From an optimization exercise on the open Yosys and OpenROAD flow, aimed at small area, a short achievable clock period and few clock cycles per item; shortcuts taken in it are not production practice.
In this exercise RTL edits were held to simulation tests only and were not proved equivalent to the original.
Power figures rest on the tool's default switching activity, not on a simulated workload.

==> flow/design.v (outline; a module is shown in full before it is edited, if it fits) <==
// module neuron: 34 lines
// module weight_rom_l2: 509 lines
// module argmax_unit: 24 lines
// module global_controller: 41 lines
// module mnist_head: 554 lines
module mnist_head (
    input clk,
    input rst,
    input start,
    output [6:0] act_addr,
    input [3:0] act_data,
    output [3:0] predicted_class,
    output [39:0] logits,
    output [127:0] hidden,
    output done
);
  // ...
==> flow/flow/run.sh <==
#!/bin/bash
set -euo pipefail
echo "export SETUP_SLACK_MARGIN = 8.9" >> config.mk

bash standard.sh > standard.log 2>&1
==> flow/standard.sh <==
#!/bin/bash
# synth_recipe.tcl (not shown) runs the flow's synth.tcl, then flattens the netlist and writes it again
# the make line also repeats each setting of config.mk as NAME=value (left out here)
make -C /OpenROAD-flow-scripts/flow DESIGN_CONFIG=/design/flow/config.mk WORK_HOME=/design/flow/orfs CLKGATE_MAP_FILE= SYNTH_SCRIPT=/design/flow/synth_recipe.tcl "${@:-finish}"
==> flow/config.mk <==
export PLATFORM = sky130hd
export DESIGN_NAME = mnist_head
export DESIGN_NICKNAME = mnist_head
export VERILOG_FILES = /design/flow/design.v
export SDC_FILE = /design/flow/constraint.sdc
export NUM_CORES = 4
export LEC_CHECK = 0
export CAP_MARGIN = 35
export CORE_MARGIN = 2
export CORE_UTILIZATION = 30
export SLEW_MARGIN = 20
export SYNTH_MEMORY_MAX_BITS = 32768
export SETUP_SLACK_MARGIN = 8.9
==> flow/constraint.sdc <==
create_clock -name core_clock -period 12.5 [get_ports {clk}]
set_input_delay 2.5000 -clock core_clock [delete_from_list [all_inputs] [get_ports {clk}]]
set_output_delay 2.5000 -clock core_clock [all_outputs]
set_load 0.01 [all_outputs]
==> results by group, run 1 <==
Cells and area
  • Commonest non-fill, non-tap cell in the layout: nand2_1
  • Buffers excl. clock: 771
  • Seq area share: 0.212
  • Clk cell area share: 0.0467
  • Design area: 0.0580 mm2

Power and ir drop
  • Clk pwr share: 0.188
  • Combinational share of power: 0.534
  • Total power: 12900 uW
  • Clk power: 2440 uW

GRT
  • Most Crowded Layer GR: met2
  • M1 GR Usage: 0.556

Floorplanning
  • Core area: 0.147 mm2
  • Die width: 388 um
  • Tap Cells: 1930

Timing
  • Clock Skew: 0.0732 ns
  • Fin crit period: 3.99 ns
  • Final worst path period share: 0.319

Yosys
  • Mux share of post-synthesis cell area: 0.0104
  • Simple-gate share of the synthesized area: 0.267
  • Main combinational cell family by area after synthesis: simple AND/OR/NAND/NOR gates
  • Synth Instances: 5841
  • Yosys top cell by area: dfxtp_1
  • Synth Area in XOR/XNOR: 0.0917
  • Post-synthesis cell type count: 93
  • Ranking of synthesized cells by area: dfxtp_1 (26%), ha_1 (9.1%), nand2_1 (6.5%)
  • Share of the synthesized area in the top cell type: 0.262

Setup path
  • Setup CP Type: flip-flop to flip-flop
  • CP cell instances: buf_4, inv_1, ha_2, and2_1, buf_4, nand2_1, nand3_2, nor4_4, nand4_1
  • CP Data Required Time: 12.90 ns
  • Top delay family on crit path: simple AND/OR/NAND/NOR gates
  • Reg-to-Reg End: rom.s0

Routing
  • Via count: 55.8k
  • Met2 wire len: 160 mm
  • Initial drt markers: 8262

Hold path
  • Hold Path Origin: ctrl.fin

Outcome
  • Status: no timing/DRC/antenna violations
Testbench counts, summed over its fixed seeds: cycles 47,688, inferences 320.
==> module global_controller, before the edit <==
module global_controller (
    input clk,
    input rst,
    input start,
    output reg [6:0] addr,
    output reg rd,           
    output reg clr,
    output reg l2fin,
    output reg sel,
    output reg [3:0] k,
    output reg comb,
    output reg fin,
    output reg done
);
    reg v2, seld;
    always @(posedge clk) begin
        if (rst) begin
            addr <= 7'd0;
            rd <= 1'b0; v2 <= 1'b0; clr <= 1'b0; l2fin <= 1'b0;
            sel <= 1'b0; k <= 4'd0; seld <= 1'b0;
            comb <= 1'b0; fin <= 1'b0; done <= 1'b0;
        end else begin
            if (start || addr != 7'd0) addr <= addr + 7'd1;
            rd <= start || addr != 7'd0;
            v2 <= rd;
            l2fin <= v2 && !rd;
            clr <= start || (v2 && !rd);
            if (v2 && !rd) begin
                sel <= 1'b1;
                k <= 4'd0;
            end else if (sel) begin
                k <= k + 4'd1;
                if (k == 4'd15) sel <= 1'b0;
            end
            seld <= sel;
            comb <= seld && !sel;
            fin <= comb;
            done <= fin;
        end
    end
endmodule
==> module mnist_head, before the edit <==
module mnist_head (
    input clk,
    input rst,
    input start,
    output [6:0] act_addr,
    input [3:0] act_data,
    output [3:0] predicted_class,
    output [39:0] logits,
    output [127:0] hidden,
    output done
);
    wire rd, clr, l2fin, sel, comb, fin;
    wire [3:0] k;
    global_controller ctrl (
        .clk(clk), .rst(rst), .start(start), .addr(act_addr), .rd(rd),
        .clr(clr), .l2fin(l2fin), .sel(sel), .k(k), .comb(comb),
        .fin(fin), .done(done)
    );
    wire e0_1;
    wire e0_2;
    wire e0_3;
    wire e0_4;
    wire s0;
    wire e1_1;
    wire e1_2;
    wire e1_3;
    wire e1_4;
    wire e1_5;
    wire s1;
    wire e2_1;
    wire e2_2;
    wire e2_3;
    wire s2;
    wire e3_1;
    wire e3_2;
    wire e3_3;
    wire e3_4;
    wire s3;
    wire e4_1;
    wire e4_2;
    wire e4_3;
    wire e4_5;
    wire s4;
    wire e5_1;
    wire e5_2;
    wire e5_3;
    wire e5_4;
    wire e5_5;
    wire s5;
    wire e6_1;
    wire e6_2;
    wire e6_3;
    wire e6_4;
    wire s6;
    wire e7_1;
    wire e7_2;
    wire e7_3;
    wire e7_4;
    wire s7;
    wire e8_1;
    wire e8_2;
    wire e8_3;
    wire e8_4;
    wire e8_7;
    wire s8;
    wire e9_1;
    wire e9_2;
    wire e9_3;
    wire e9_4;
    wire s9;
    wire e10_1;
    wire e10_2;
    wire e10_3;
    wire e10_4;
    wire e10_6;
    wire s10;
    wire e11_1;
    wire e11_2;
    wire e11_3;
    wire s11;
    wire e12_1;
    wire s12;
    wire e13_1;
    wire e13_2;
    wire e13_3;
    wire e13_4;
    wire s13;
    wire e14_1;
    wire e14_2;
    wire e14_3;
    wire e14_4;
    wire s14;
    wire e15_1;
    wire s15;
    wire e16_1;
    wire e16_2;
    wire e16_3;
    wire e16_4;
    wire e16_7;
    wire s16;
    wire e17_1;
    wire e17_2;
    wire e17_3;
    wire e17_4;
    wire s17;
    wire e18_1;
    wire e18_2;
    wire e18_3;
    wire e18_4;
    wire e18_5;
    wire s18;
    wire e19_1;
    wire e19_2;
    wire e19_3;
    wire e19_4;
    wire e19_5;
    wire s19;
    wire e20_1;
    wire e20_2;
    wire e20_3;
    wire e20_4;
    wire s20;
    wire e21_1;
    wire e21_2;
    wire e21_3;
    wire e21_5;
    wire s21;
    wire e22_1;
    wire e22_2;
    wire e22_3;
    wire e22_4;
    wire s22;
    wire e23_1;
    wire e23_2;
    wire e23_3;
    wire e23_6;
    wire e23_7;
    wire s23;
    wire e24_1;
    wire e24_2;
    wire e24_3;
    wire e24_4;
    wire s24;
    wire e25_1;
    wire e25_2;
    wire e25_3;
    wire e25_4;
    wire e25_5;
    wire s25;
    wire e26_1;
    wire e26_2;
    wire e26_3;
    wire e26_4;
    wire s26;
    wire e27_1;
    wire e27_2;
    wire e27_3;
    wire e27_4;
    wire e27_5;
    wire s27;
    wire e28_1;
    wire e28_2;
    wire e28_3;
    wire e28_4;
    wire s28;
    wire e29_1;
    wire e29_2;
    wire e29_3;
    wire e29_4;
    wire e29_5;
    wire s29;
    wire e30_1;
    wire e30_2;
    wire e30_3;
    wire e30_4;
    wire s30;
    wire e31_1;
    wire e31_2;
    wire e31_3;
    wire e31_4;
    wire s31;
    weight_rom_l2 rom (.clk(clk), .rd(rd), .addr(act_addr), .sel(sel), .k(k),
        .e0_1(e0_1), .e0_2(e0_2), .e0_3(e0_3), .e0_4(e0_4), .s0(s0), .e1_1(e1_1), .e1_2(e1_2), .e1_3(e1_3), .e1_4(e1_4), .e1_5(e1_5), .s1(s1), .e2_1(e2_1), .e2_2(e2_2), .e2_3(e2_3), .s2(s2), .e3_1(e3_1), .e3_2(e3_2), .e3_3(e3_3), .e3_4(e3_4), .s3(s3), .e4_1(e4_1), .e4_2(e4_2), .e4_3(e4_3), .e4_5(e4_5), .s4(s4), .e5_1(e5_1), .e5_2(e5_2), .e5_3(e5_3), .e5_4(e5_4), .e5_5(e5_5), .s5(s5), .e6_1(e6_1), .e6_2(e6_2), .e6_3(e6_3), .e6_4(e6_4), .s6(s6), .e7_1(e7_1), .e7_2(e7_2), .e7_3(e7_3), .e7_4(e7_4), .s7(s7), .e8_1(e8_1), .e8_2(e8_2), .e8_3(e8_3), .e8_4(e8_4), .e8_7(e8_7), .s8(s8), .e9_1(e9_1), .e9_2(e9_2), .e9_3(e9_3), .e9_4(e9_4), .s9(s9), .e10_1(e10_1), .e10_2(e10_2), .e10_3(e10_3), .e10_4(e10_4), .e10_6(e10_6), .s10(s10), .e11_1(e11_1), .e11_2(e11_2), .e11_3(e11_3), .s11(s11), .e12_1(e12_1), .s12(s12), .e13_1(e13_1), .e13_2(e13_2), .e13_3(e13_3), .e13_4(e13_4), .s13(s13), .e14_1(e14_1), .e14_2(e14_2), .e14_3(e14_3), .e14_4(e14_4), .s14(s14), .e15_1(e15_1), .s15(s15), .e16_1(e16_1), .e16_2(e16_2), .e16_3(e16_3), .e16_4(e16_4), .e16_7(e16_7), .s16(s16), .e17_1(e17_1), .e17_2(e17_2), .e17_3(e17_3), .e17_4(e17_4), .s17(s17), .e18_1(e18_1), .e18_2(e18_2), .e18_3(e18_3), .e18_4(e18_4), .e18_5(e18_5), .s18(s18), .e19_1(e19_1), .e19_2(e19_2), .e19_3(e19_3), .e19_4(e19_4), .e19_5(e19_5), .s19(s19), .e20_1(e20_1), .e20_2(e20_2), .e20_3(e20_3), .e20_4(e20_4), .s20(s20), .e21_1(e21_1), .e21_2(e21_2), .e21_3(e21_3), .e21_5(e21_5), .s21(s21), .e22_1(e22_1), .e22_2(e22_2), .e22_3(e22_3), .e22_4(e22_4), .s22(s22), .e23_1(e23_1), .e23_2(e23_2), .e23_3(e23_3), .e23_6(e23_6), .e23_7(e23_7), .s23(s23), .e24_1(e24_1), .e24_2(e24_2), .e24_3(e24_3), .e24_4(e24_4), .s24(s24), .e25_1(e25_1), .e25_2(e25_2), .e25_3(e25_3), .e25_4(e25_4), .e25_5(e25_5), .s25(s25), .e26_1(e26_1), .e26_2(e26_2), .e26_3(e26_3), .e26_4(e26_4), .s26(s26), .e27_1(e27_1), .e27_2(e27_2), .e27_3(e27_3), .e27_4(e27_4), .e27_5(e27_5), .s27(s27), .e28_1(e28_1), .e28_2(e28_2), .e28_3(e28_3), .e28_4(e28_4), .s28(s28), .e29_1(e29_1), .e29_2(e29_2), .e29_3(e29_3), .e29_4(e29_4), .e29_5(e29_5), .s29(s29), .e30_1(e30_1), .e30_2(e30_2), .e30_3(e30_3), .e30_4(e30_4), .s30(s30), .e31_1(e31_1), .e31_2(e31_2), .e31_3(e31_3), .e31_4(e31_4), .s31(s31));
    wire [127:0] hd;
    wire [127:0] hq;
    reg [3:0] x0, x1;
    always @(*) begin
        case (k)
            4'd0: begin x0 = hd[0 +: 4]; x1 = hd[4 +: 4]; end
            4'd1: begin x0 = hq[8 +: 4]; x1 = hq[12 +: 4]; end
            4'd2: begin x0 = hq[16 +: 4]; x1 = hq[20 +: 4]; end
            4'd3: begin x0 = hq[24 +: 4]; x1 = hq[28 +: 4]; end
            4'd4: begin x0 = hq[32 +: 4]; x1 = hq[36 +: 4]; end
            4'd5: begin x0 = hq[40 +: 4]; x1 = hq[44 +: 4]; end
            4'd6: begin x0 = hq[48 +: 4]; x1 = hq[52 +: 4]; end
            4'd7: begin x0 = hq[56 +: 4]; x1 = hq[60 +: 4]; end
            4'd8: begin x0 = hq[64 +: 4]; x1 = hq[68 +: 4]; end
            4'd9: begin x0 = hq[72 +: 4]; x1 = hq[76 +: 4]; end
            4'd10: begin x0 = hq[80 +: 4]; x1 = hq[84 +: 4]; end
            4'd11: begin x0 = hq[88 +: 4]; x1 = hq[92 +: 4]; end
            4'd12: begin x0 = hq[96 +: 4]; x1 = hq[100 +: 4]; end
            4'd13: begin x0 = hq[104 +: 4]; x1 = hq[108 +: 4]; end
            4'd14: begin x0 = hq[112 +: 4]; x1 = hq[116 +: 4]; end
            4'd15: begin x0 = hq[120 +: 4]; x1 = hq[124 +: 4]; end
            default: begin x0 = 4'd0; x1 = 4'd0; end
        endcase
    end
    wire [3:0] v0 = sel ? x0 : act_data;
    wire [3:0] v1 = sel ? x1 : act_data;
    reg [3:0] b0_m1;
    reg [5:0] b0_m3;
    reg [6:0] b0_m5, b0_m7;
    reg [3:0] b1_m1;
    reg [5:0] b1_m3;
    reg [6:0] b1_m5, b1_m7;
    always @(posedge clk) begin
        b0_m1 <= v0;
        b0_m3 <= {2'd0, v0} + {1'd0, v0, 1'b0};
        b0_m5 <= {3'd0, v0} + {1'd0, v0, 2'b0};
        b0_m7 <= {v0, 3'b0} - {3'd0, v0};
        b1_m1 <= v1;
        b1_m3 <= {2'd0, v1} + {1'd0, v1, 1'b0};
        b1_m5 <= {3'd0, v1} + {1'd0, v1, 2'b0};
        b1_m7 <= {v1, 3'b0} - {3'd0, v1};
    end
    wire [3:0] o [0:9];    
    wire [10:0] acc0;
    wire [10:0] acc1;
    wire [10:0] acc2;
    wire [11:0] acc3;
    wire [10:0] acc4;
    wire [10:0] acc5;
    wire [10:0] acc6;
    wire [10:0] acc7;
    wire [10:0] acc8;
    wire [10:0] acc9;
    wire [10:0] acc10;
    wire [10:0] acc11;
    wire [9:0] acc12;
    wire [10:0] acc13;
    wire [10:0] acc14;
    wire [9:0] acc15;
    wire [10:0] acc16;
    wire [10:0] acc17;
    wire [10:0] acc18;
    wire [10:0] acc19;
    wire [10:0] acc20;
    wire [10:0] acc21;
    wire [11:0] acc22;
    wire [10:0] acc23;
    wire [10:0] acc24;
    wire [11:0] acc25;
    wire [10:0] acc26;
    wire [10:0] acc27;
    wire [11:0] acc28;
    wire [10:0] acc29;
    wire [10:0] acc30;
    wire [11:0] acc31;
    neuron #(.W(11), .HAS_COMB(0)) u0 (.clk(clk),
        .m1(b0_m1), .m3(b0_m3), .m5(b0_m5), .m7(b0_m7),
        .e({1'b0, 1'b0, 1'b0, e0_4, e0_3, e0_2, e0_1}), .s(s0),
        .clr(clr), .ldv({11{1'b0}}),
        .comb(1'b0), .other({11{1'b0}}), .wb(1'b0), .wbv(4'd0), .acc(acc0));
    wire [4:0] t0 = acc0[10:6];
    assign hd[0 +: 4] = (t0[3:0] | {4{t0 >= 5'd16}}) & {4{t0 < 5'd24}};
    neuron #(.W(11), .HAS_COMB(0)) u1 (.clk(clk),
        .m1(b1_m1), .m3(b1_m3), .m5(b1_m5), .m7(b1_m7),
        .e({1'b0, 1'b0, e1_5, e1_4, e1_3, e1_2, e1_1}), .s(s1),
        .clr(clr), .ldv({11{1'b0}}),
        .comb(1'b0), .other({11{1'b0}}), .wb(1'b0), .wbv(4'd0), .acc(acc1));
    wire [4:0] t1 = acc1[10:6];
    assign hd[4 +: 4] = t1[3:0] & {4{t1 < 5'd16}};
    neuron #(.W(11), .HAS_COMB(1)) u2 (.clk(clk),
        .m1(b0_m1), .m3(b0_m3), .m5(b0_m5), .m7(b0_m7),
        .e({1'b0, 1'b0, 1'b0, 1'b0, e2_3, e2_2, e2_1}), .s(s2),
        .clr(clr), .ldv({11{1'b0}}),
        .comb(comb), .other(acc5), .wb(fin), .wbv(o[2]), .acc(acc2));
    wire [4:0] t2 = acc2[10:6];
    assign hd[8 +: 4] = t2[3:0] & {4{t2 < 5'd16}};
    assign o[2] = acc2[9:6] & {4{~acc2[10]}};
    assign logits[8 +: 4] = acc2[9:6];
    neuron #(.W(12), .HAS_COMB(1)) u3 (.clk(clk),
        .m1(b1_m1), .m3(b1_m3), .m5(b1_m5), .m7(b1_m7),
        .e({1'b0, 1'b0, 1'b0, e3_4, e3_3, e3_2, e3_1}), .s(s3),
        .clr(clr), .ldv({12{1'b0}}),
        .comb(comb), .other({{1{acc0[10]}}, acc0}), .wb(fin), .wbv(o[1]), .acc(acc3));
    wire [5:0] t3 = acc3[11:6];
    assign hd[12 +: 4] = (t3[3:0] | {4{t3 >= 6'd16}}) & {4{t3 < 6'd32}};
    assign o[1] = acc3[9:6] & {4{~acc3[11]}};
    assign logits[4 +: 4] = acc3[9:6];
    neuron #(.W(11), .HAS_COMB(1)) u4 (.clk(clk),
        .m1(b0_m1), .m3(b0_m3), .m5(b0_m5), .m7(b0_m7),
        .e({1'b0, 1'b0, e4_5, 1'b0, e4_3, e4_2, e4_1}), .s(s4),
        .clr(clr), .ldv({11{1'b0}}),
        .comb(comb), .other(acc18), .wb(fin), .wbv(o[4]), .acc(acc4));
    wire [4:0] t4 = acc4[10:6];
    assign hd[16 +: 4] = t4[3:0] & {4{t4 < 5'd16}};
    assign o[4] = acc4[9:6] & {4{~acc4[10]}};
    assign logits[16 +: 4] = acc4[9:6];
    neuron #(.W(11), .HAS_COMB(0)) u5 (.clk(clk),
        .m1(b1_m1), .m3(b1_m3), .m5(b1_m5), .m7(b1_m7),
        .e({1'b0, 1'b0, e5_5, e5_4, e5_3, e5_2, e5_1}), .s(s5),
        .clr(clr), .ldv({11{1'b0}}),
        .comb(1'b0), .other({11{1'b0}}), .wb(1'b0), .wbv(4'd0), .acc(acc5));
    wire [4:0] t5 = acc5[10:6];
    assign hd[20 +: 4] = (t5[3:0] | {4{t5 >= 5'd16}}) & {4{t5 < 5'd24}};
    neuron #(.W(11), .HAS_COMB(1)) u6 (.clk(clk),
        .m1(b0_m1), .m3(b0_m3), .m5(b0_m5), .m7(b0_m7),
        .e({1'b0, 1'b0, 1'b0, e6_4, e6_3, e6_2, e6_1}), .s(s6),
        .clr(clr), .ldv({11{1'b0}}),
        .comb(comb), .other(acc7), .wb(fin), .wbv(o[3]), .acc(acc6));
    wire [4:0] t6 = acc6[10:6];
    assign hd[24 +: 4] = (t6[3:0] | {4{t6 >= 5'd16}}) & {4{t6 < 5'd20}};
    assign o[3] = acc6[9:6] & {4{~acc6[10]}};
    assign logits[12 +: 4] = acc6[9:6];
    neuron #(.W(11), .HAS_COMB(0)) u7 (.clk(clk),
        .m1(b1_m1), .m3(b1_m3), .m5(b1_m5), .m7(b1_m7),
        .e({1'b0, 1'b0, 1'b0, e7_4, e7_3, e7_2, e7_1}), .s(s7),
        .clr(clr), .ldv({11{1'b0}}),
        .comb(1'b0), .other({11{1'b0}}), .wb(1'b0), .wbv(4'd0), .acc(acc7));
    wire [4:0] t7 = acc7[10:6];
    assign hd[28 +: 4] = (t7[3:0] | {4{t7 >= 5'd16}}) & {4{t7 < 5'd20}};
    neuron #(.W(11), .HAS_COMB(0)) u8 (.clk(clk),
        .m1(b1_m1), .m3(b1_m3), .m5(b1_m5), .m7(b1_m7),
        .e({e8_7, 1'b0, 1'b0, e8_4, e8_3, e8_2, e8_1}), .s(s8),
        .clr(clr), .ldv({11{1'b0}}),
        .comb(1'b0), .other({11{1'b0}}), .wb(1'b0), .wbv(4'd0), .acc(acc8));
    wire [4:0] t8 = acc8[10:6];
    assign hd[32 +: 4] = t8[3:0] & {4{t8 < 5'd16}};
    neuron #(.W(11), .HAS_COMB(1)) u9 (.clk(clk),
        .m1(b0_m1), .m3(b0_m3), .m5(b0_m5), .m7(b0_m7),
        .e({1'b0, 1'b0, 1'b0, e9_4, e9_3, e9_2, e9_1}), .s(s9),
        .clr(clr), .ldv({11{1'b0}}),
        .comb(comb), .other(acc19), .wb(fin), .wbv(o[5]), .acc(acc9));
    wire [4:0] t9 = acc9[10:6];
    assign hd[36 +: 4] = t9[3:0] & {4{t9 < 5'd16}};
    assign o[5] = acc9[9:6] & {4{~acc9[10]}};
    assign logits[20 +: 4] = acc9[9:6];
    neuron #(.W(11), .HAS_COMB(1)) u10 (.clk(clk),
        .m1(b0_m1), .m3(b0_m3), .m5(b0_m5), .m7(b0_m7),
        .e({1'b0, e10_6, 1'b0, e10_4, e10_3, e10_2, e10_1}), .s(s10),
        .clr(clr), .ldv({11{1'b0}}),
        .comb(comb), .other(acc11), .wb(fin), .wbv(o[6]), .acc(acc10));
    wire [4:0] t10 = acc10[10:6];
    assign hd[40 +: 4] = (t10[3:0] | {4{t10 >= 5'd16}}) & {4{t10 < 5'd20}};
    assign o[6] = acc10[9:6] & {4{~acc10[10]}};
    assign logits[24 +: 4] = acc10[9:6];
    neuron #(.W(11), .HAS_COMB(0)) u11 (.clk(clk),
        .m1(b1_m1), .m3(b1_m3), .m5(b1_m5), .m7(b1_m7),
        .e({1'b0, 1'b0, 1'b0, 1'b0, e11_3, e11_2, e11_1}), .s(s11),
        .clr(clr), .ldv({11{1'b0}}),
        .comb(1'b0), .other({11{1'b0}}), .wb(1'b0), .wbv(4'd0), .acc(acc11));
    wire [4:0] t11 = acc11[10:6];
    assign hd[44 +: 4] = t11[3:0] & {4{t11 < 5'd16}};
    wire [9:0] ld12 = {hd[51], hd[50], hd[49], hd[48], hd[5], hd[4], hd[3], hd[2], hd[1], hd[0]} & {10{l2fin}};
    neuron #(.W(10), .HAS_COMB(0)) u12 (.clk(clk),
        .m1(b0_m1), .m3(b0_m3), .m5(b0_m5), .m7(b0_m7),
        .e({1'b0, 1'b0, 1'b0, 1'b0, 1'b0, 1'b0, e12_1}), .s(s12),
        .clr(clr), .ldv(ld12),
        .comb(1'b0), .other({10{1'b0}}), .wb(1'b0), .wbv(4'd0), .acc(acc12));
    wire [3:0] t12 = acc12[9:6];
    assign hd[48 +: 4] = t12[3:0] & {4{t12 < 4'd4}};
    neuron #(.W(11), .HAS_COMB(1)) u13 (.clk(clk),
        .m1(b0_m1), .m3(b0_m3), .m5(b0_m5), .m7(b0_m7),
        .e({1'b0, 1'b0, 1'b0, e13_4, e13_3, e13_2, e13_1}), .s(s13),
        .clr(clr), .ldv({11{1'b0}}),
        .comb(comb), .other(acc8), .wb(fin), .wbv(o[7]), .acc(acc13));
    wire [4:0] t13 = acc13[10:6];
    assign hd[52 +: 4] = (t13[3:0] | {4{t13 >= 5'd16}}) & {4{t13 < 5'd20}};
    assign o[7] = acc13[9:6] & {4{~acc13[10]}};
    assign logits[28 +: 4] = acc13[9:6];
    neuron #(.W(11), .HAS_COMB(0)) u14 (.clk(clk),
        .m1(b1_m1), .m3(b1_m3), .m5(b1_m5), .m7(b1_m7),
        .e({1'b0, 1'b0, 1'b0, e14_4, e14_3, e14_2, e14_1}), .s(s14),
        .clr(clr), .ldv({11{1'b0}}),
        .comb(1'b0), .other({11{1'b0}}), .wb(1'b0), .wbv(4'd0), .acc(acc14));
    wire [4:0] t14 = acc14[10:6];
    assign hd[56 +: 4] = t14[3:0] & {4{t14 < 5'd16}};
    wire [9:0] ld15 = {hd[63], hd[62], hd[61], hd[60], hd[11], hd[10], hd[9], hd[8], hd[7], hd[6]} & {10{l2fin}};
    neuron #(.W(10), .HAS_COMB(0)) u15 (.clk(clk),
        .m1(b0_m1), .m3(b0_m3), .m5(b0_m5), .m7(b0_m7),
        .e({1'b0, 1'b0, 1'b0, 1'b0, 1'b0, 1'b0, e15_1}), .s(s15),
        .clr(clr), .ldv(ld15),
        .comb(1'b0), .other({10{1'b0}}), .wb(1'b0), .wbv(4'd0), .acc(acc15));
    wire [3:0] t15 = acc15[9:6];
    assign hd[60 +: 4] = t15[3:0] & {4{t15 < 4'd4}};
    neuron #(.W(11), .HAS_COMB(1)) u16 (.clk(clk),
        .m1(b0_m1), .m3(b0_m3), .m5(b0_m5), .m7(b0_m7),
        .e({e16_7, 1'b0, 1'b0, e16_4, e16_3, e16_2, e16_1}), .s(s16),
        .clr(clr), .ldv({11{1'b0}}),
        .comb(comb), .other(acc17), .wb(fin), .wbv(o[9]), .acc(acc16));
    wire [4:0] t16 = acc16[10:6];
    assign hd[64 +: 4] = t16[3:0] & {4{t16 < 5'd16}};
    assign o[9] = acc16[9:6] & {4{~acc16[10]}};
    assign logits[36 +: 4] = acc16[9:6];
    neuron #(.W(11), .HAS_COMB(0)) u17 (.clk(clk),
        .m1(b1_m1), .m3(b1_m3), .m5(b1_m5), .m7(b1_m7),
        .e({1'b0, 1'b0, 1'b0, e17_4, e17_3, e17_2, e17_1}), .s(s17),
        .clr(clr), .ldv({11{1'b0}}),
        .comb(1'b0), .other({11{1'b0}}), .wb(1'b0), .wbv(4'd0), .acc(acc17));
    wire [4:0] t17 = acc17[10:6];
    assign hd[68 +: 4] = (t17[3:0] | {4{t17 >= 5'd16}}) & {4{t17 < 5'd19}};
    neuron #(.W(11), .HAS_COMB(0)) u18 (.clk(clk),
        .m1(b1_m1), .m3(b1_m3), .m5(b1_m5), .m7(b1_m7),
        .e({1'b0, 1'b0, e18_5, e18_4, e18_3, e18_2, e18_1}), .s(s18),
        .clr(clr), .ldv({11{1'b0}}),
        .comb(1'b0), .other({11{1'b0}}), .wb(1'b0), .wbv(4'd0), .acc(acc18));
    wire [4:0] t18 = acc18[10:6];
    assign hd[72 +: 4] = (t18[3:0] | {4{t18 >= 5'd16}}) & {4{t18 < 5'd20}};
    neuron #(.W(11), .HAS_COMB(0)) u19 (.clk(clk),
        .m1(b1_m1), .m3(b1_m3), .m5(b1_m5), .m7(b1_m7),
        .e({1'b0, 1'b0, e19_5, e19_4, e19_3, e19_2, e19_1}), .s(s19),
        .clr(clr), .ldv({11{1'b0}}),
        .comb(1'b0), .other({11{1'b0}}), .wb(1'b0), .wbv(4'd0), .acc(acc19));
    wire [4:0] t19 = acc19[10:6];
    assign hd[76 +: 4] = (t19[3:0] | {4{t19 >= 5'd16}}) & {4{t19 < 5'd20}};
    wire [10:0] ld20 = {hd[18], hd[83], hd[82], hd[81], hd[80], hd[17], hd[16], hd[15], hd[14], hd[13], hd[12]} & {11{l2fin}};
    neuron #(.W(11), .HAS_COMB(0)) u20 (.clk(clk),
        .m1(b0_m1), .m3(b0_m3), .m5(b0_m5), .m7(b0_m7),
        .e({1'b0, 1'b0, 1'b0, e20_4, e20_3, e20_2, e20_1}), .s(s20),
        .clr(clr), .ldv(ld20),
        .comb(1'b0), .other({11{1'b0}}), .wb(1'b0), .wbv(4'd0), .acc(acc20));
    wire [4:0] t20 = acc20[10:6];
    assign hd[80 +: 4] = (t20[3:0] | {4{t20 >= 5'd16}}) & {4{t20 < 5'd20}};
    neuron #(.W(11), .HAS_COMB(1)) u21 (.clk(clk),
        .m1(b0_m1), .m3(b0_m3), .m5(b0_m5), .m7(b0_m7),
        .e({1'b0, 1'b0, e21_5, 1'b0, e21_3, e21_2, e21_1}), .s(s21),
        .clr(clr), .ldv({11{1'b0}}),
        .comb(comb), .other(acc14), .wb(fin), .wbv(o[8]), .acc(acc21));
    wire [4:0] t21 = acc21[10:6];
    assign hd[84 +: 4] = (t21[3:0] | {4{t21 >= 5'd16}}) & {4{t21 < 5'd20}};
    assign o[8] = acc21[9:6] & {4{~acc21[10]}};
    assign logits[32 +: 4] = acc21[9:6];
    wire [11:0] ld22 = {hd[26], hd[25], hd[91], hd[90], hd[89], hd[88], hd[24], hd[23], hd[22], hd[21], hd[20], hd[19]} & {12{l2fin}};
    neuron #(.W(12), .HAS_COMB(0)) u22 (.clk(clk),
        .m1(b0_m1), .m3(b0_m3), .m5(b0_m5), .m7(b0_m7),
        .e({1'b0, 1'b0, 1'b0, e22_4, e22_3, e22_2, e22_1}), .s(s22),
        .clr(clr), .ldv(ld22),
        .comb(1'b0), .other({12{1'b0}}), .wb(1'b0), .wbv(4'd0), .acc(acc22));
    wire [5:0] t22 = acc22[11:6];
    assign hd[88 +: 4] = (t22[3:0] | {4{t22 >= 6'd16}}) & {4{t22 < 6'd32}};
    neuron #(.W(11), .HAS_COMB(1)) u23 (.clk(clk),
        .m1(b0_m1), .m3(b0_m3), .m5(b0_m5), .m7(b0_m7),
        .e({e23_7, e23_6, 1'b0, 1'b0, e23_3, e23_2, e23_1}), .s(s23),
        .clr(clr), .ldv({11{1'b0}}),
        .comb(comb), .other(acc1), .wb(fin), .wbv(o[0]), .acc(acc23));
    wire [4:0] t23 = acc23[10:6];
    assign hd[92 +: 4] = (t23[3:0] | {4{t23 >= 5'd16}}) & {4{t23 < 5'd20}};
    assign o[0] = acc23[9:6] & {4{~acc23[10]}};
    assign logits[0 +: 4] = acc23[9:6];
    wire [10:0] ld24 = {hd[33], hd[99], hd[98], hd[97], hd[96], hd[32], hd[31], hd[30], hd[29], hd[28], hd[27]} & {11{l2fin}};
    neuron #(.W(11), .HAS_COMB(0)) u24 (.clk(clk),
        .m1(b0_m1), .m3(b0_m3), .m5(b0_m5), .m7(b0_m7),
        .e({1'b0, 1'b0, 1'b0, e24_4, e24_3, e24_2, e24_1}), .s(s24),
        .clr(clr), .ldv(ld24),
        .comb(1'b0), .other({11{1'b0}}), .wb(1'b0), .wbv(4'd0), .acc(acc24));
    wire [4:0] t24 = acc24[10:6];
    assign hd[96 +: 4] = (t24[3:0] | {4{t24 >= 5'd16}}) & {4{t24 < 5'd20}};
    wire [11:0] ld25 = {hd[41], hd[40], hd[103], hd[102], hd[101], hd[100], hd[39], hd[38], hd[37], hd[36], hd[35], hd[34]} & {12{l2fin}};
    neuron #(.W(12), .HAS_COMB(0)) u25 (.clk(clk),
        .m1(b0_m1), .m3(b0_m3), .m5(b0_m5), .m7(b0_m7),
        .e({1'b0, 1'b0, e25_5, e25_4, e25_3, e25_2, e25_1}), .s(s25),
        .clr(clr), .ldv(ld25),
        .comb(1'b0), .other({12{1'b0}}), .wb(1'b0), .wbv(4'd0), .acc(acc25));
    wire [5:0] t25 = acc25[11:6];
    assign hd[100 +: 4] = (t25[3:0] | {4{t25 >= 6'd16}}) & {4{t25 < 6'd32}};
    wire [10:0] ld26 = {hd[52], hd[107], hd[106], hd[105], hd[104], hd[47], hd[46], hd[45], hd[44], hd[43], hd[42]} & {11{l2fin}};
    neuron #(.W(11), .HAS_COMB(0)) u26 (.clk(clk),
        .m1(b0_m1), .m3(b0_m3), .m5(b0_m5), .m7(b0_m7),
        .e({1'b0, 1'b0, 1'b0, e26_4, e26_3, e26_2, e26_1}), .s(s26),
        .clr(clr), .ldv(ld26),
        .comb(1'b0), .other({11{1'b0}}), .wb(1'b0), .wbv(4'd0), .acc(acc26));
    wire [4:0] t26 = acc26[10:6];
    assign hd[104 +: 4] = (t26[3:0] | {4{t26 >= 5'd16}}) & {4{t26 < 5'd19}};
    wire [10:0] ld27 = {hd[59], hd[111], hd[110], hd[109], hd[108], hd[58], hd[57], hd[56], hd[55], hd[54], hd[53]} & {11{l2fin}};
    neuron #(.W(11), .HAS_COMB(0)) u27 (.clk(clk),
        .m1(b0_m1), .m3(b0_m3), .m5(b0_m5), .m7(b0_m7),
        .e({1'b0, 1'b0, e27_5, e27_4, e27_3, e27_2, e27_1}), .s(s27),
        .clr(clr), .ldv(ld27),
        .comb(1'b0), .other({11{1'b0}}), .wb(1'b0), .wbv(4'd0), .acc(acc27));
    wire [4:0] t27 = acc27[10:6];
    assign hd[108 +: 4] = t27[3:0] & {4{t27 < 5'd16}};
    wire [11:0] ld28 = {hd[71], hd[70], hd[115], hd[114], hd[113], hd[112], hd[69], hd[68], hd[67], hd[66], hd[65], hd[64]} & {12{l2fin}};
    neuron #(.W(12), .HAS_COMB(0)) u28 (.clk(clk),
        .m1(b0_m1), .m3(b0_m3), .m5(b0_m5), .m7(b0_m7),
        .e({1'b0, 1'b0, 1'b0, e28_4, e28_3, e28_2, e28_1}), .s(s28),
        .clr(clr), .ldv(ld28),
        .comb(1'b0), .other({12{1'b0}}), .wb(1'b0), .wbv(4'd0), .acc(acc28));
    wire [5:0] t28 = acc28[11:6];
    assign hd[112 +: 4] = (t28[3:0] | {4{t28 >= 6'd16}}) & {4{t28 < 6'd32}};
    wire [10:0] ld29 = {hd[78], hd[119], hd[118], hd[117], hd[116], hd[77], hd[76], hd[75], hd[74], hd[73], hd[72]} & {11{l2fin}};
    neuron #(.W(11), .HAS_COMB(0)) u29 (.clk(clk),
        .m1(b0_m1), .m3(b0_m3), .m5(b0_m5), .m7(b0_m7),
        .e({1'b0, 1'b0, e29_5, e29_4, e29_3, e29_2, e29_1}), .s(s29),
        .clr(clr), .ldv(ld29),
        .comb(1'b0), .other({11{1'b0}}), .wb(1'b0), .wbv(4'd0), .acc(acc29));
    wire [4:0] t29 = acc29[10:6];
    assign hd[116 +: 4] = t29[3:0] & {4{t29 < 5'd16}};
    wire [10:0] ld30 = {hd[93], hd[123], hd[122], hd[121], hd[120], hd[92], hd[87], hd[86], hd[85], hd[84], hd[79]} & {11{l2fin}};
    neuron #(.W(11), .HAS_COMB(0)) u30 (.clk(clk),
        .m1(b0_m1), .m3(b0_m3), .m5(b0_m5), .m7(b0_m7),
        .e({1'b0, 1'b0, 1'b0, e30_4, e30_3, e30_2, e30_1}), .s(s30),
        .clr(clr), .ldv(ld30),
        .comb(1'b0), .other({11{1'b0}}), .wb(1'b0), .wbv(4'd0), .acc(acc30));
    wire [4:0] t30 = acc30[10:6];
    assign hd[120 +: 4] = (t30[3:0] | {4{t30 >= 5'd16}}) & {4{t30 < 5'd21}};
    wire [11:0] ld31 = {1'b0, 1'b0, hd[127], hd[126], hd[125], hd[124], 1'b0, 1'b0, 1'b0, 1'b0, hd[95], hd[94]} & {12{l2fin}};
    neuron #(.W(12), .HAS_COMB(0)) u31 (.clk(clk),
        .m1(b0_m1), .m3(b0_m3), .m5(b0_m5), .m7(b0_m7),
        .e({1'b0, 1'b0, 1'b0, e31_4, e31_3, e31_2, e31_1}), .s(s31),
        .clr(clr), .ldv(ld31),
        .comb(1'b0), .other({12{1'b0}}), .wb(1'b0), .wbv(4'd0), .acc(acc31));
    wire [5:0] t31 = acc31[11:6];
    assign hd[124 +: 4] = (t31[3:0] | {4{t31 >= 6'd16}}) & {4{t31 < 6'd32}};
    assign hq[0 +: 4] = {acc12[3], acc12[2], acc12[1], acc12[0]};
    assign hq[4 +: 4] = {acc15[1], acc15[0], acc12[5], acc12[4]};
    assign hq[8 +: 4] = {acc15[5], acc15[4], acc15[3], acc15[2]};
    assign hq[12 +: 4] = {acc20[3], acc20[2], acc20[1], acc20[0]};
    assign hq[16 +: 4] = {acc22[0], acc20[10], acc20[5], acc20[4]};
    assign hq[20 +: 4] = {acc22[4], acc22[3], acc22[2], acc22[1]};
    assign hq[24 +: 4] = {acc24[0], acc22[11], acc22[10], acc22[5]};
    assign hq[28 +: 4] = {acc24[4], acc24[3], acc24[2], acc24[1]};
    assign hq[32 +: 4] = {acc25[1], acc25[0], acc24[10], acc24[5]};
    assign hq[36 +: 4] = {acc25[5], acc25[4], acc25[3], acc25[2]};
    assign hq[40 +: 4] = {acc26[1], acc26[0], acc25[11], acc25[10]};
    assign hq[44 +: 4] = {acc26[5], acc26[4], acc26[3], acc26[2]};
    assign hq[48 +: 4] = acc12[9:6];
    assign hq[52 +: 4] = {acc27[2], acc27[1], acc27[0], acc26[10]};
    assign hq[56 +: 4] = {acc27[10], acc27[5], acc27[4], acc27[3]};
    assign hq[60 +: 4] = acc15[9:6];
    assign hq[64 +: 4] = {acc28[3], acc28[2], acc28[1], acc28[0]};
    assign hq[68 +: 4] = {acc28[11], acc28[10], acc28[5], acc28[4]};
    assign hq[72 +: 4] = {acc29[3], acc29[2], acc29[1], acc29[0]};
    assign hq[76 +: 4] = {acc30[0], acc29[10], acc29[5], acc29[4]};
    assign hq[80 +: 4] = acc20[9:6];
    assign hq[84 +: 4] = {acc30[4], acc30[3], acc30[2], acc30[1]};
    assign hq[88 +: 4] = acc22[9:6];
    assign hq[92 +: 4] = {acc31[1], acc31[0], acc30[10], acc30[5]};
    assign hq[96 +: 4] = acc24[9:6];
    assign hq[100 +: 4] = acc25[9:6];
    assign hq[104 +: 4] = acc26[9:6];
    assign hq[108 +: 4] = acc27[9:6];
    assign hq[112 +: 4] = acc28[9:6];
    assign hq[116 +: 4] = acc29[9:6];
    assign hq[120 +: 4] = acc30[9:6];
    assign hq[124 +: 4] = acc31[9:6];
    wire [39:0] ov = {o[9], o[8], o[7], o[6], o[5], o[4], o[3], o[2], o[1], o[0]};
    wire [3:0] best;
    argmax_unit #(.OMAX(8)) am (.v(ov), .idx(best));
    assign hidden = hq;
    reg [3:0] cls;           
    always @(posedge clk) cls <= best;
    assign predicted_class = cls;
endmodule
==> run 2: changes to the inputs <==
--- a/flow/design.v
+++ b/flow/design.v
@@ -33,19 +33,19 @@
         if (wb) acc[9:6] <= wbv;
     end
 endmodule
 `timescale 1ns / 1ps
 `timescale 1ns / 1ps
 module weight_rom_l2 (
     input clk,
     input rd,
-    input [6:0] addr,
-    input sel,
-    input [3:0] k,
+    input [7:0] ahr,
+    input [15:0] alr,
+    input [15:0] kr,
     output reg e0_1,
     output reg e0_2,
     output reg e0_3,
     output reg e0_4,
     output reg s0,
     output reg e1_1,
     output reg e1_2,
     output reg e1_3,
@@ -200,20 +200,20 @@
     output reg e30_4,
     output reg s30,
     output reg e31_1,
     output reg e31_2,
     output reg e31_3,
     output reg e31_4,
     output reg s31
 );
-    wire [7:0] ah = rd ? (8'd1 << addr[6:4]) : 8'd0;
-    wire [15:0] al = 16'd1 << addr[3:0];
+    wire [7:0] ah = ahr & {8{rd}};
+    wire [15:0] al = alr;
     wire [127:0] d2;    
-    wire [15:0] d3 = sel ? (16'd1 << k) : 16'd0;
+    wire [15:0] d3 = kr;
     genvar i;
     generate
         for (i = 0; i < 128; i = i + 1) begin : dec
             assign d2[i] = ah[i >> 4] & al[i & 15];
         end
     endgenerate
     wire e0_1_d = d2[3] | d2[4] | d2[6] | d2[9] | d2[11] | d2[14] | d2[15] | d2[17] | d2[23] | d2[24] | d2[25] | d2[29] | d2[32] | d2[36] | d2[37] | d2[41] | d2[42] | d2[43] | d2[46] | d2[53] | d2[55] | d2[56] | d2[57] | d2[59] | d2[60] | d2[62] | d2[63] | d2[64] | d2[67] | d2[68] | d2[73] | d2[74] | d2[76] | d2[78] | d2[82] | d2[83] | d2[85] | d2[89] | d2[92] | d2[93] | d2[94] | d2[95] | d2[96] | d2[97] | d2[98] | d2[104] | d2[106] | d2[107] | d2[108] | d2[110] | d2[111] | d2[112] | d2[114] | d2[115] | d2[116] | d2[118] | d2[120] | d2[123] | d2[124] | d2[127] | d3[0] | d3[1] | d3[4] | d3[6] | d3[7] | d3[8];
     wire e0_2_d = d2[12] | d2[13] | d2[18] | d2[20] | d2[27] | d2[31] | d2[45] | d2[47] | d2[65] | d2[71] | d2[77] | d2[84] | d2[102] | d2[105] | d3[9];
@@ -571,45 +571,46 @@
     end
 endmodule
 `timescale 1ns / 1ps
 module global_controller (
     input clk,
     input rst,
     input start,
     output reg [6:0] addr,
+    output reg [7:0] ahr,    
+    output reg [15:0] alr,   
     output reg rd,           
     output reg clr,
     output reg l2fin,
-    output reg sel,
-    output reg [3:0] k,
+    output reg [15:0] kr,    
     output reg comb,
     output reg fin,
     output reg done
 );
     reg v2, seld;
+    wire run = start || addr != 7'd0;
+    wire sel = |kr;
     always @(posedge clk) begin
         if (rst) begin
-            addr <= 7'd0;
+            addr <= 7'd0; ahr <= 8'd1; alr <= 16'd1;
             rd <= 1'b0; v2 <= 1'b0; clr <= 1'b0; l2fin <= 1'b0;
-            sel <= 1'b0; k <= 4'd0; seld <= 1'b0;
+            kr <= 16'd0; seld <= 1'b0;
             comb <= 1'b0; fin <= 1'b0; done <= 1'b0;
         end else begin
-            if (start || addr != 7'd0) addr <= addr + 7'd1;
-            rd <= start || addr != 7'd0;
+            if (run) begin
+                addr <= addr + 7'd1;
+                alr <= {alr[14:0], alr[15]};
+                if (alr[15]) ahr <= {ahr[6:0], ahr[7]};
+            end
+            rd <= run;
             v2 <= rd;
             l2fin <= v2 && !rd;
             clr <= start || (v2 && !rd);
-            if (v2 && !rd) begin
-                sel <= 1'b1;
-                k <= 4'd0;
-            end else if (sel) begin
-                k <= k + 4'd1;
-                if (k == 4'd15) sel <= 1'b0;
-            end
+            kr <= (v2 && !rd) ? 16'd1 : {kr[14:0], 1'b0};
             seld <= sel;
             comb <= seld && !sel;
             fin <= comb;
             done <= fin;
         end
     end
 endmodule
 `timescale 1ns / 1ps
@@ -619,21 +620,23 @@
     input start,
     output [6:0] act_addr,
     input [3:0] act_data,
     output [3:0] predicted_class,
     output [39:0] logits,
     output [127:0] hidden,
     output done
 );
-    wire rd, clr, l2fin, sel, comb, fin;
-    wire [3:0] k;
+    wire rd, clr, l2fin, comb, fin;
+    wire [7:0] ahr;
+    wire [15:0] alr, kr;
+    wire sel = |kr;
     global_controller ctrl (
-        .clk(clk), .rst(rst), .start(start), .addr(act_addr), .rd(rd),
-        .clr(clr), .l2fin(l2fin), .sel(sel), .k(k), .comb(comb),
+        .clk(clk), .rst(rst), .start(start), .addr(act_addr), .ahr(ahr),
+        .alr(alr), .rd(rd), .clr(clr), .l2fin(l2fin), .kr(kr), .comb(comb),
         .fin(fin), .done(done)
     );
     wire e0_1;
     wire e0_2;
     wire e0_3;
     wire e0_4;
     wire s0;
     wire e1_1;
@@ -789,42 +792,53 @@
     wire e30_3;
     wire e30_4;
     wire s30;
     wire e31_1;
     wire e31_2;
     wire e31_3;
     wire e31_4;
     wire s31;
-    weight_rom_l2 rom (.clk(clk), .rd(rd), .addr(act_addr), .sel(sel), .k(k),
+    weight_rom_l2 rom (.clk(clk), .rd(rd), .ahr(ahr), .alr(alr), .kr(kr),
         .e0_1(e0_1), .e0_2(e0_2), .e0_3(e0_3), .e0_4(e0_4), .s0(s0), .e1_1(e1_1), .e1_2(e1_2), .e1_3(e1_3), .e1_4(e1_4), .e1_5(e1_5), .s1(s1), .e2_1(e2_1), .e2_2(e2_2), .e2_3(e2_3), .s2(s2), .e3_1(e3_1), .e3_2(e3_2), .e3_3(e3_3), .e3_4(e3_4), .s3(s3), .e4_1(e4_1), .e4_2(e4_2), .e4_3(e4_3), .e4_5(e4_5), .s4(s4), .e5_1(e5_1), .e5_2(e5_2), .e5_3(e5_3), .e5_4(e5_4), .e5_5(e5_5), .s5(s5), .e6_1(e6_1), .e6_2(e6_2), .e6_3(e6_3), .e6_4(e6_4), .s6(s6), .e7_1(e7_1), .e7_2(e7_2), .e7_3(e7_3), .e7_4(e7_4), .s7(s7), .e8_1(e8_1), .e8_2(e8_2), .e8_3(e8_3), .e8_4(e8_4), .e8_7(e8_7), .s8(s8), .e9_1(e9_1), .e9_2(e9_2), .e9_3(e9_3), .e9_4(e9_4), .s9(s9), .e10_1(e10_1), .e10_2(e10_2), .e10_3(e10_3), .e10_4(e10_4), .e10_6(e10_6), .s10(s10), .e11_1(e11_1), .e11_2(e11_2), .e11_3(e11_3), .s11(s11), .e12_1(e12_1), .s12(s12), .e13_1(e13_1), .e13_2(e13_2), .e13_3(e13_3), .e13_4(e13_4), .s13(s13), .e14_1(e14_1), .e14_2(e14_2), .e14_3(e14_3), .e14_4(e14_4), .s14(s14), .e15_1(e15_1), .s15(s15), .e16_1(e16_1), .e16_2(e16_2), .e16_3(e16_3), .e16_4(e16_4), .e16_7(e16_7), .s16(s16), .e17_1(e17_1), .e17_2(e17_2), .e17_3(e17_3), .e17_4(e17_4), .s17(s17), .e18_1(e18_1), .e18_2(e18_2), .e18_3(e18_3), .e18_4(e18_4), .e18_5(e18_5), .s18(s18), .e19_1(e19_1), .e19_2(e19_2), .e19_3(e19_3), .e19_4(e19_4), .e19_5(e19_5), .s19(s19), .e20_1(e20_1), .e20_2(e20_2), .e20_3(e20_3), .e20_4(e20_4), .s20(s20), .e21_1(e21_1), .e21_2(e21_2), .e21_3(e21_3), .e21_5(e21_5), .s21(s21), .e22_1(e22_1), .e22_2(e22_2), .e22_3(e22_3), .e22_4(e22_4), .s22(s22), .e23_1(e23_1), .e23_2(e23_2), .e23_3(e23_3), .e23_6(e23_6), .e23_7(e23_7), .s23(s23), .e24_1(e24_1), .e24_2(e24_2), .e24_3(e24_3), .e24_4(e24_4), .s24(s24), .e25_1(e25_1), .e25_2(e25_2), .e25_3(e25_3), .e25_4(e25_4), .e25_5(e25_5), .s25(s25), .e26_1(e26_1), .e26_2(e26_2), .e26_3(e26_3), .e26_4(e26_4), .s26(s26), .e27_1(e27_1), .e27_2(e27_2), .e27_3(e27_3), .e27_4(e27_4), .e27_5(e27_5), .s27(s27), .e28_1(e28_1), .e28_2(e28_2), .e28_3(e28_3), .e28_4(e28_4), .s28(s28), .e29_1(e29_1), .e29_2(e29_2), .e29_3(e29_3), .e29_4(e29_4), .e29_5(e29_5), .s29(s29), .e30_1(e30_1), .e30_2(e30_2), .e30_3(e30_3), .e30_4(e30_4), .s30(s30), .e31_1(e31_1), .e31_2(e31_2), .e31_3(e31_3), .e31_4(e31_4), .s31(s31));
     wire [127:0] hd;
     wire [127:0] hq;
-    reg [3:0] x0, x1;
-    always @(*) begin
-        case (k)
-            4'd0: begin x0 = hd[0 +: 4]; x1 = hd[4 +: 4]; end
-            4'd1: begin x0 = hq[8 +: 4]; x1 = hq[12 +: 4]; end
-            4'd2: begin x0 = hq[16 +: 4]; x1 = hq[20 +: 4]; end
-            4'd3: begin x0 = hq[24 +: 4]; x1 = hq[28 +: 4]; end
-            4'd4: begin x0 = hq[32 +: 4]; x1 = hq[36 +: 4]; end
-            4'd5: begin x0 = hq[40 +: 4]; x1 = hq[44 +: 4]; end
-            4'd6: begin x0 = hq[48 +: 4]; x1 = hq[52 +: 4]; end
-            4'd7: begin x0 = hq[56 +: 4]; x1 = hq[60 +: 4]; end
-            4'd8: begin x0 = hq[64 +: 4]; x1 = hq[68 +: 4]; end
-            4'd9: begin x0 = hq[72 +: 4]; x1 = hq[76 +: 4]; end
-            4'd10: begin x0 = hq[80 +: 4]; x1 = hq[84 +: 4]; end
-            4'd11: begin x0 = hq[88 +: 4]; x1 = hq[92 +: 4]; end
-            4'd12: begin x0 = hq[96 +: 4]; x1 = hq[100 +: 4]; end
-            4'd13: begin x0 = hq[104 +: 4]; x1 = hq[108 +: 4]; end
-            4'd14: begin x0 = hq[112 +: 4]; x1 = hq[116 +: 4]; end
-            4'd15: begin x0 = hq[120 +: 4]; x1 = hq[124 +: 4]; end
-            default: begin x0 = 4'd0; x1 = 4'd0; end
-        endcase
-    end
+    wire [3:0] x0, x1;
+    assign x0 = ({4{kr[0]}} & hd[0 +: 4])
+        | ({4{kr[1]}} & hq[8 +: 4])
+        | ({4{kr[2]}} & hq[16 +: 4])
+        | ({4{kr[3]}} & hq[24 +: 4])
+        | ({4{kr[4]}} & hq[32 +: 4])
+        | ({4{kr[5]}} & hq[40 +: 4])
+        | ({4{kr[6]}} & hq[48 +: 4])
+        | ({4{kr[7]}} & hq[56 +: 4])
+        | ({4{kr[8]}} & hq[64 +: 4])
+        | ({4{kr[9]}} & hq[72 +: 4])
+        | ({4{kr[10]}} & hq[80 +: 4])
+        | ({4{kr[11]}} & hq[88 +: 4])
+        | ({4{kr[12]}} & hq[96 +: 4])
+        | ({4{kr[13]}} & hq[104 +: 4])
+        | ({4{kr[14]}} & hq[112 +: 4])
+        | ({4{kr[15]}} & hq[120 +: 4]);
+    assign x1 = ({4{kr[0]}} & hd[4 +: 4])
+        | ({4{kr[1]}} & hq[12 +: 4])
+        | ({4{kr[2]}} & hq[20 +: 4])
+        | ({4{kr[3]}} & hq[28 +: 4])
+        | ({4{kr[4]}} & hq[36 +: 4])
+        | ({4{kr[5]}} & hq[44 +: 4])
+        | ({4{kr[6]}} & hq[52 +: 4])
+        | ({4{kr[7]}} & hq[60 +: 4])
+        | ({4{kr[8]}} & hq[68 +: 4])
+        | ({4{kr[9]}} & hq[76 +: 4])
+        | ({4{kr[10]}} & hq[84 +: 4])
+        | ({4{kr[11]}} & hq[92 +: 4])
+        | ({4{kr[12]}} & hq[100 +: 4])
+        | ({4{kr[13]}} & hq[108 +: 4])
+        | ({4{kr[14]}} & hq[116 +: 4])
+        | ({4{kr[15]}} & hq[124 +: 4]);
     wire [3:0] v0 = sel ? x0 : act_data;
     wire [3:0] v1 = sel ? x1 : act_data;
     reg [3:0] b0_m1;
     reg [5:0] b0_m3;
     reg [6:0] b0_m5, b0_m7;
     reg [3:0] b1_m1;
     reg [5:0] b1_m3;
     reg [6:0] b1_m5, b1_m7;
==> run 2 against run 1 <==
Effect of this change:
- via count barely moved
- cell count down 0.43%
- final area fell by 1.2%
- die area rose by 1.7%
- sequential cell count increased by 34
- critical endpoint is now rom.e4_1
==> results by group, run 2 <==
Routing
  • First-pass DRT Iterations: 9
  • Initial drt markers: 8354 (+1.1%)
  • Via density: 6.65
  • DR WL/cell: 47.6 um
  • Antenna Nets Post-Route: 0
  • Total Wirelength: 400 mm
  • DRC Markers: 0
  • Via count: 55.9k (+0.097%)

Floorplanning
  • Die width: 392 um (+0.85%)
  • Core area: 0.149 mm2 (+1.6%)
  • Chip height: 392 um
  • I/O pin count: 187
  • Effective utilization at floorplan: 0.302
  • # rows: 142
  • Die area: 0.153 mm2

Timing
  • Fin. max-slew vios: 0
  • Headroom to the max-slew limit: 0.238
  • Final worst path period share: 0.314 (-0.00463)
  • Unrepaired setup endpoints after global routing: yes
  • Fin crit period: 3.93 ns (-0.0579 ns)
  • Clock Skew: 0.0507 ns (-0.0225 ns)
  • Setup TNS: 0 ns
  • Final Hold Viols: 0
  • Worst-margin pin slew: 1.14 ns
  • Setup violations, final: 0
  • Fmax: 255 MHz

Hold path
  • Hold Path Cell Cnt: 1
  • Hold crit path type: flip-flop to flip-flop
  • Worst Hold End: ctrl.comb
  • Hold Path Origin: ctrl.seld

Power and ir drop
  • Pleak: 0.0273 uW
  • Pwr dens: 210 mW/mm2
  • IR drop worst, VDD: 0.000126 V

Yosys
  • Synth Instances: 5884 (+0.74%)
  • Ranking of synthesized cells by area: dfxtp_1 (27%), ha_1 (8.7%), nand2_1 (6.1%)
  • Post-synth EDFFs: 0
  • Async S/R FF share, synth: 0
  • Synth Cell Area: 0.0451 mm2
  • Post-synthesis cell type count: 85 (-8.6%)
  • Synth Flop Type: dfxtp_1
  • Yosys top cell by area: dfxtp_1
  • Register area share after synthesis: 0.273
  • Share of the synthesized area in the top cell type: 0.273 (+0.0107)
  • Seq cells post-synth: 614
  • Syn Nets: 6251
  • Most frequent cells after synthesis: nand2_1 (735), dfxtp_1 (614), nor2_1 (459), o21ai_0 (418)
  • Syn Area/Cell: 7.66 um2
  • Count leader, synth: nand2_1
  • Ys Warns: 10

Cells and area
  • Non-filler cells, final: 8399
  • Commonest cells after routing, fill and taps aside: nand2_1 (688), nor2_1 (444), buf_4 (430)
  • Largest regs: ctrl.alr x16, ctrl.kr x16
  • Nets: 6632
  • Commonest non-fill, non-tap cell in the layout: nand2_1
  • Fillers: 15.5k
  • Layout overhead on the synthesized area: 27.1%
  • Share of layout cells above drive strength 1: 0.218

Job
  • Max-cap viol count: 0

Setup path
  • Critical Path Sink Type: flip-flop
  • R2R setup slack: 8.57 ns
  • Reg-to-Reg End: rom.e4_1
  • Max incr delay on CP: 0.53 ns
  • Worst r2r path cells: 10
  • Setup CP Type: flip-flop to flip-flop
  • Worst R2R Start: ctrl.rd
  • Critical-path maximum fanout: 71
  • CP startpoint kind: flip-flop
  • Crit path DAT: 4.36 ns
  • Slowest-stage cell, CP: nor4_1
  • CP cell instances: buf_12, and2_2, buf_4, nand2_1, buf_4, nand2_1, nor2_1, nand3_1, nor4_1, nand4_1
  • CP Data Required Time: 12.93 ns (+0.03 ns)

CTS
  • H-tree Lvls: 3
  • TritonCTS buffer count: 80
  • Clk latency of the worst-skew pair: 0.74 ns
  • Clock transition at path regs: 0.06 ns
  • Clock tree root buffer cell: clkbuf_16
  • Clock Sinks: 614
  • Post-CTS Hold Fix Bufs: 0
  • CTS tree: yes
  • Clk buf depth: 3

Placement
  • Port bufs: 186
  • Post-DP HPWL: 295 mm
  • Final Wtd Congestion: 1.14
  • Post-placement cell count: 7951

GRT
  • Tot GR Track Use: 0.509
  • Gr ovfl total: 0
  • First-pass GRT wire length: 515 mm
  • Pin count of the biggest net entering global routing: 160
  • Initial antenna violation count: 66
  • Vias in the first global route: 51.4k

Outcome
  • Status: no timing/DRC/antenna violations
run 2: how the worst max path moves through the flow:
stage	from	endpoint	cells after the start
CTS	u2.acc[8]	logits[10]	2
finish	ctrl.rd	rom.e4_1	10
floorplan	act_data[2]	b0_m3[4]	7
detailed placement	start	ctrl.ahr[3]	6
global route	u2.acc[8]	logits[10]	2
global placement	start	ctrl.ahr[3]	6
run 2: repair_timing:
| action | in CTS | in global routing |
|---|---|---|
| gates cloned | 4 | 0 |
| buffers inserted | 197 | 30 |
| resized for setup | 1413 | 188 |
| setup endpoints to repair | 352 | 287 |
| pin swaps | 27 | 67 |
run 2: kinds of logic (layout without fill, tap and decap cells):
logic type               count (synthesis)  in the layout  synth area share
AO/OA/AOI/OAI                         1463           1463             0.213
XOR/XNOR                               472            472            0.0917
adder cells (fa/ha/maj)                360            360             0.108
buffers and inverters                  605           1050            0.0550
flip-flops                             614            614             0.273
multiplexers                            28             28           0.00686
other                                    0             53                 0
AND/OR/NAND/NOR                       2342           2343             0.253
run 2: layout make-up:
cell class,instances,area (um2),area share
antenna,53,133,0.00232
clock buffer,105,2250,0.0392
clock inverter,42,609,0.0106
inverter,203,763,0.0133
multi-input combinational,4666,31500,0.551
sequential,614,13000,0.227
tap,2016,2520,0.0440
timing repair buffer,700,6460,0.113
run 2: critical path: cells and delay by family, from the launching register on:
| kind | cells | cell delay (ns) |
|---|---|---|
| buffers and inverters | 3 | 0.81 |
| DFF | 1 | 0.33 |
| and+or+nand+nor | 7 | 2.37 |
run 2: stage by stage:
step	hold WS (ns)	area [um2]	total power (uW)	worst slack, ns	utilization
detailed placement	0.487	50300	8420	7.31	0.336
global placement	0.484	49900	8330	7.26	0.334
global route	0.508	57200	12500	8.66	0.383
floorplan	0.329	45300	6240	8.83	-
finish	0.493	57300	12100	8.57	0.383
CTS	0.485	56100	11700	8.66	0.375
run 2: per-layer routing:
metal  GRT usage  wire length [um]
met1       0.548            141000
met2       0.725            162000
met3       0.236             48600
met4       0.498             48000
met5     0.00829               301
run 2: report_power, final:
part           internal, uW  leakage (uW)  total [uW]  switching (uW)
registers              2630       0.00518        3660            1030
clock network          1480       0.00139        2570            1090
logic                  2420        0.0207        5820            3410
Testbench counts of run 2, summed over its fixed seeds: cycles 47,688, inferences 320.
==> run 3: changes to the inputs <==
--- a/flow/config.mk
+++ b/flow/config.mk
@@ -10,2 +10,3 @@
 export CORE_UTILIZATION = 30
+export PLACE_DENSITY = 0.5
 export SLEW_MARGIN = 20
==> run 3 against run 2 <==
Effect of this change:
- still clean on timing, DRC and antenna
- clock power decreased by 3%
- utilization increased by 0.11 points
- routed wire length increased by 0.36%
- die area unchanged
- first-iteration DRC count decreased by 1.3%
- synthesized cell count unchanged
- final area increased by 0.28%
- sequential cell count unchanged
- cell count increased by 0.25%
- largest cell class unchanged
- highest routed layer unchanged
==> results by group, run 3 <==
Placement
  • Port bufs: 186 (unchanged)
  • Final Wtd Congestion: 1.19 (+4.3%)
  • Post-DP HPWL: 294 mm (-0.35%)

Routing
  • Antenna Nets Post-Route: 0 (unchanged)
  • Total Wirelength: 402 mm (+0.36%)
  • First-pass DRT Iterations: 10 (+1)
  • Via density: 6.66 (+0.18%)
  • DR WL/cell: 47.7 um (+0.11%)
  • Via count: 56.1k (+0.43%)
  • DRC Markers: 0 (unchanged)
  • Initial drt markers: 8248 (-1.3%)

Timing
  • Worst hold slack: 0.492 ns (-0.00115 ns)
  • Headroom to the max-slew limit: 0.205 (-0.0337)
  • Fin. max-slew vios: 0 (unchanged)
  • Fmax: 246 MHz (-3.2%)
  • Clock Skew: 0.0574 ns (+0.00668 ns)
  • Worst-margin pin slew: 1.19 ns (+0.0519 ns)
  • Final Hold Viols: 0 (unchanged)
  • Fin crit period: 4.06 ns (+0.130 ns)
  • Setup violations, final: 0 (unchanged)
  • Setup TNS: 0 ns (unchanged)
  • Unrepaired setup endpoints after global routing: yes
  • Final worst path period share: 0.325 (+0.0104)

CTS
  • Clock transition at path regs: 0.06 ns (about the same)
  • Clk buf depth: 3 (unchanged)
  • TritonCTS buffer count: 81 (+1.3%)
  • H-tree Lvls: 3 (unchanged)
  • CTS tree: yes
  • Clock tree root buffer cell: clkbuf_16
  • Post-CTS Hold Fix Bufs: 0 (unchanged)
  • Clock Sinks: 614 (unchanged)
  • Clk latency of the worst-skew pair: 0.74 ns (about the same)

Yosys
  • Share of the synthesized area in the top cell type: 0.273 (unchanged)
  • Synth Area in Compound Gates: 0.213 (unchanged)
  • Synth Instances: 5884 (unchanged)
  • Synth Area in XOR/XNOR: 0.0917 (unchanged)
  • Count leader, synth: nand2_1
  • Register area share after synthesis: 0.273 (unchanged)
  • Synth Cell Area: 0.0451 mm2 (unchanged)
  • Post-synth EDFFs: 0 (unchanged)
  • Most frequent cells after synthesis: nand2_1 (735), dfxtp_1 (614), nor2_1 (459), o21ai_0 (418)
  • Seq cells post-synth: 614 (unchanged)
  • Ranking of synthesized cells by area: dfxtp_1 (27%), ha_1 (8.7%), nand2_1 (6.1%)
  • Simple-gate share of the synthesized area: 0.253 (unchanged)
  • Yosys top cell by area: dfxtp_1
  • Post-synthesis cell type count: 85 (unchanged)
  • Synth Flop Type: dfxtp_1
  • Main combinational cell family by area after synthesis: simple AND/OR/NAND/NOR gates
  • Mux share of post-synthesis cell area: 0.00686 (unchanged)
  • Post-Synth Adder-Cell Area: 0.108 (unchanged)
  • Ys Warns: 10 (unchanged)
  • Async S/R FF share, synth: 0 (unchanged)
  • Syn Nets: 6251 (unchanged)
  • Syn Area/Cell: 7.66 um2 (unchanged)

Setup path
  • Slowest-stage cell, CP: o21ai_0
  • Reg-to-Reg End: rom.e26_1
  • Setup crit start: ctrl.alr[10]
  • R2R setup slack: 8.44 ns (-0.13 ns)
  • Max incr delay on CP: 0.93 ns (+0.40 ns)
  • Worst r2r path cells: 5 (-5)
  • CP cell instances: buf_4, o21ai_0, nand3_1, nor2_1, nand4_1
  • Critical Path Sink Type: flip-flop
  • Worst R2R Start: ctrl.alr[10]
  • Setup CP Type: flip-flop to flip-flop
  • CP Data Required Time: 12.88 ns (-0.05 ns)
  • Crit path DAT: 4.44 ns (+0.08 ns)
  • CP startpoint kind: flip-flop
  • Critical-path maximum fanout: 20 (-72%)

Cells and area
  • Commonest non-fill, non-tap cell in the layout: nand2_1
  • Largest regs: ctrl.alr x16, ctrl.kr x16
  • Commonest cells after routing, fill and taps aside: nand2_1 (696), nor2_1 (447), buf_4 (447)
  • Share of layout cells above drive strength 1: 0.219 (+0.000488)
  • Layout overhead on the synthesized area: 27.4%
  • Fillers: 15.6k (+0.68%)
  • Nets: 6659 (+0.41%)

Floorplanning
  • Chip height: 392 um (unchanged)
  • Die width: 392 um (unchanged)
  • I/O pin count: 187 (unchanged)
  • Effective utilization at floorplan: 0.302 (unchanged)
  • Die area: 0.153 mm2 (unchanged)
  • # rows: 142 (unchanged)
  • Core area: 0.149 mm2 (unchanged)

Power and ir drop
  • Pleak: 0.0275 uW (+0.78%)
  • Combinational share of power: 0.489 (+0.006)
  • Switching share of total power: 0.460 (+0.00163)
  • Seq pwr share: 0.303 (about the same)
  • IR drop worst, VDD: 0.000125 V (-1.1%)
  • Clk pwr share: 0.208 (-0.005)
  • Pwr dens: 208 mW/mm2 (-1.1%)
  • Power Internal: 6460 uW (-1.1%)
  • Sw Pwr: 5500 uW (-0.43%)

GRT
  • Tot GR Track Use: 0.509 (about the same)
  • Vias in the first global route: 51.1k (-0.73%)
  • Initial antenna violation count: 77 (+17%)
  • Pin count of the biggest net entering global routing: 147 (-8.1%)
  • Gr ovfl total: 0 (unchanged)
  • First-pass GRT wire length: 514 mm (-0.18%)

Hold path
  • Hold Path Cell Cnt: 2 (+1)
  • Worst Hold End: ctrl.ahr[1]
  • Hold crit path type: flip-flop to flip-flop
  • Hold Path Origin: ctrl.ahr[1]

Outcome
  • Status: no timing/DRC/antenna violations

Job
  • Max-cap viol count: 0 (unchanged)
run 3: cell counts after synthesis:
No cell type changed its count.
run 3: logic make-up (layout without fill, tap and decap cells):
group,Yosys count,after routing
AND/OR/NAND/NOR,2342,2343
AO/OA/AOI/OAI,1463,1463
flip-flops,614,614
buffers and inverters,605,1077
XOR/XNOR,472,472
adder cells (fa/ha/maj),360,360
multiplexers,28,28
other,0,47
run 3: worst max path at each step:
stage / to / cells past startpoint / slack, ns
2_1_floorplan: b0_m3[4] / 7 / 8.83
3_3_place_gp: ctrl.alr[0] / 6 / 7.71
3_5_place_dp: ctrl.alr[0] / 6 / 7.75
4_1_cts: logits[8] / 2 / 8.66
5_1_grt: logits[8] / 2 / 8.65
6_report: rom.e26_1 / 5 / 8.44
run 3: routing by layer:
layer / global-route usage / vias up / part of all wire
li1: - / 22237 / -
met5: 0.0147 / - / 0.0011
met1: 0.557 / 27613 / 0.35
met4: 0.477 / 48 / 0.12
met3: 0.245 / 1773 / 0.12
met2: 0.715 / 4436 / 0.40
run 3: stage by stage:
stage | cell area (um2) | power [uW] | util | setup WS, ns | instances
2_1_floorplan | 45300 | 6240 | - | 8.83 | 5884
3_3_place_gp | 50000 | 8320 | 0.335 | 7.71 | 7930
3_5_place_dp | 50400 | 8400 | 0.338 | 7.75 | 7972
4_1_cts | 55900 | 11500 | 0.374 | 8.66 | 8311
5_1_grt | 57400 | 12400 | 0.384 | 8.65 | 8382
6_report | 57400 | 12000 | 0.384 | 8.44 | 8420
run 3: area by class of cell:
| type | instances | area (um2) | share of cell area |
|---|---|---|---|
| sequential | 614 | 13000 | 0.226 |
| clock inverter | 44 | 502 | 0.00873 |
| tap | 2016 | 2520 | 0.0439 |
| antenna | 47 | 118 | 0.00205 |
| clock buffer | 104 | 2240 | 0.0391 |
| inverter | 203 | 767 | 0.0134 |
| multi-input combinational | 4666 | 31500 | 0.549 |
| timing repair buffer | 726 | 6760 | 0.118 |
run 3: worst max-delay path, delay by kind of cell, from the launching register on:
family	cells	cell delay, ns
compound gates	1	0.93
simple gates	3	1.77
buf+inv	1	0.37
flops	1	0.53
run 3: power by group through the flow:
stage | Clock, uW | Combinational (uW) | Sequential [uW]
3_5_place_dp | 0 | 4740 | 3670
6_report | 2490 | 5850 | 3620
4_1_cts | 2500 | 5460 | 3560
5_1_grt | 2580 | 6190 | 3630
2_1_floorplan | 0 | 3260 | 2990
3_3_place_gp | 0 | 4610 | 3710
run 3: timing repair:
item	in CTS	in global routing
setup endpoints to repair	342	323
cloned	2	7
resized for setup	1379	220
buffers inserted	189	27
pin swaps	13	47

==> afterwards: timing with drivers on the ports <==
No port has a modelled driver above. Below, the same layouts with a new extraction and two added sets of constraints.
Step 1 sets driving cells, clkbuf_16 on the clock port and buf_2 on the other inputs (assumed; they add their load-dependent delay and slew).
Step 2, shift: input delay + t, output delay - t, t = (earliest + latest rising clock arrival at the registers) / 2. This alone moves slack from input paths to output paths.
Slacks: ideal / step 1 / step 2; pairs: ideal / step 1.
run	t (ns)	setup slack, ns
run 1	0.814	8.515 / 8.515 / 8.187
run 2	0.807	8.573 / 8.573 / 8.167
run 3	0.812	8.443 / 8.443 / 8.157
After both steps every run listed still meets setup and hold.
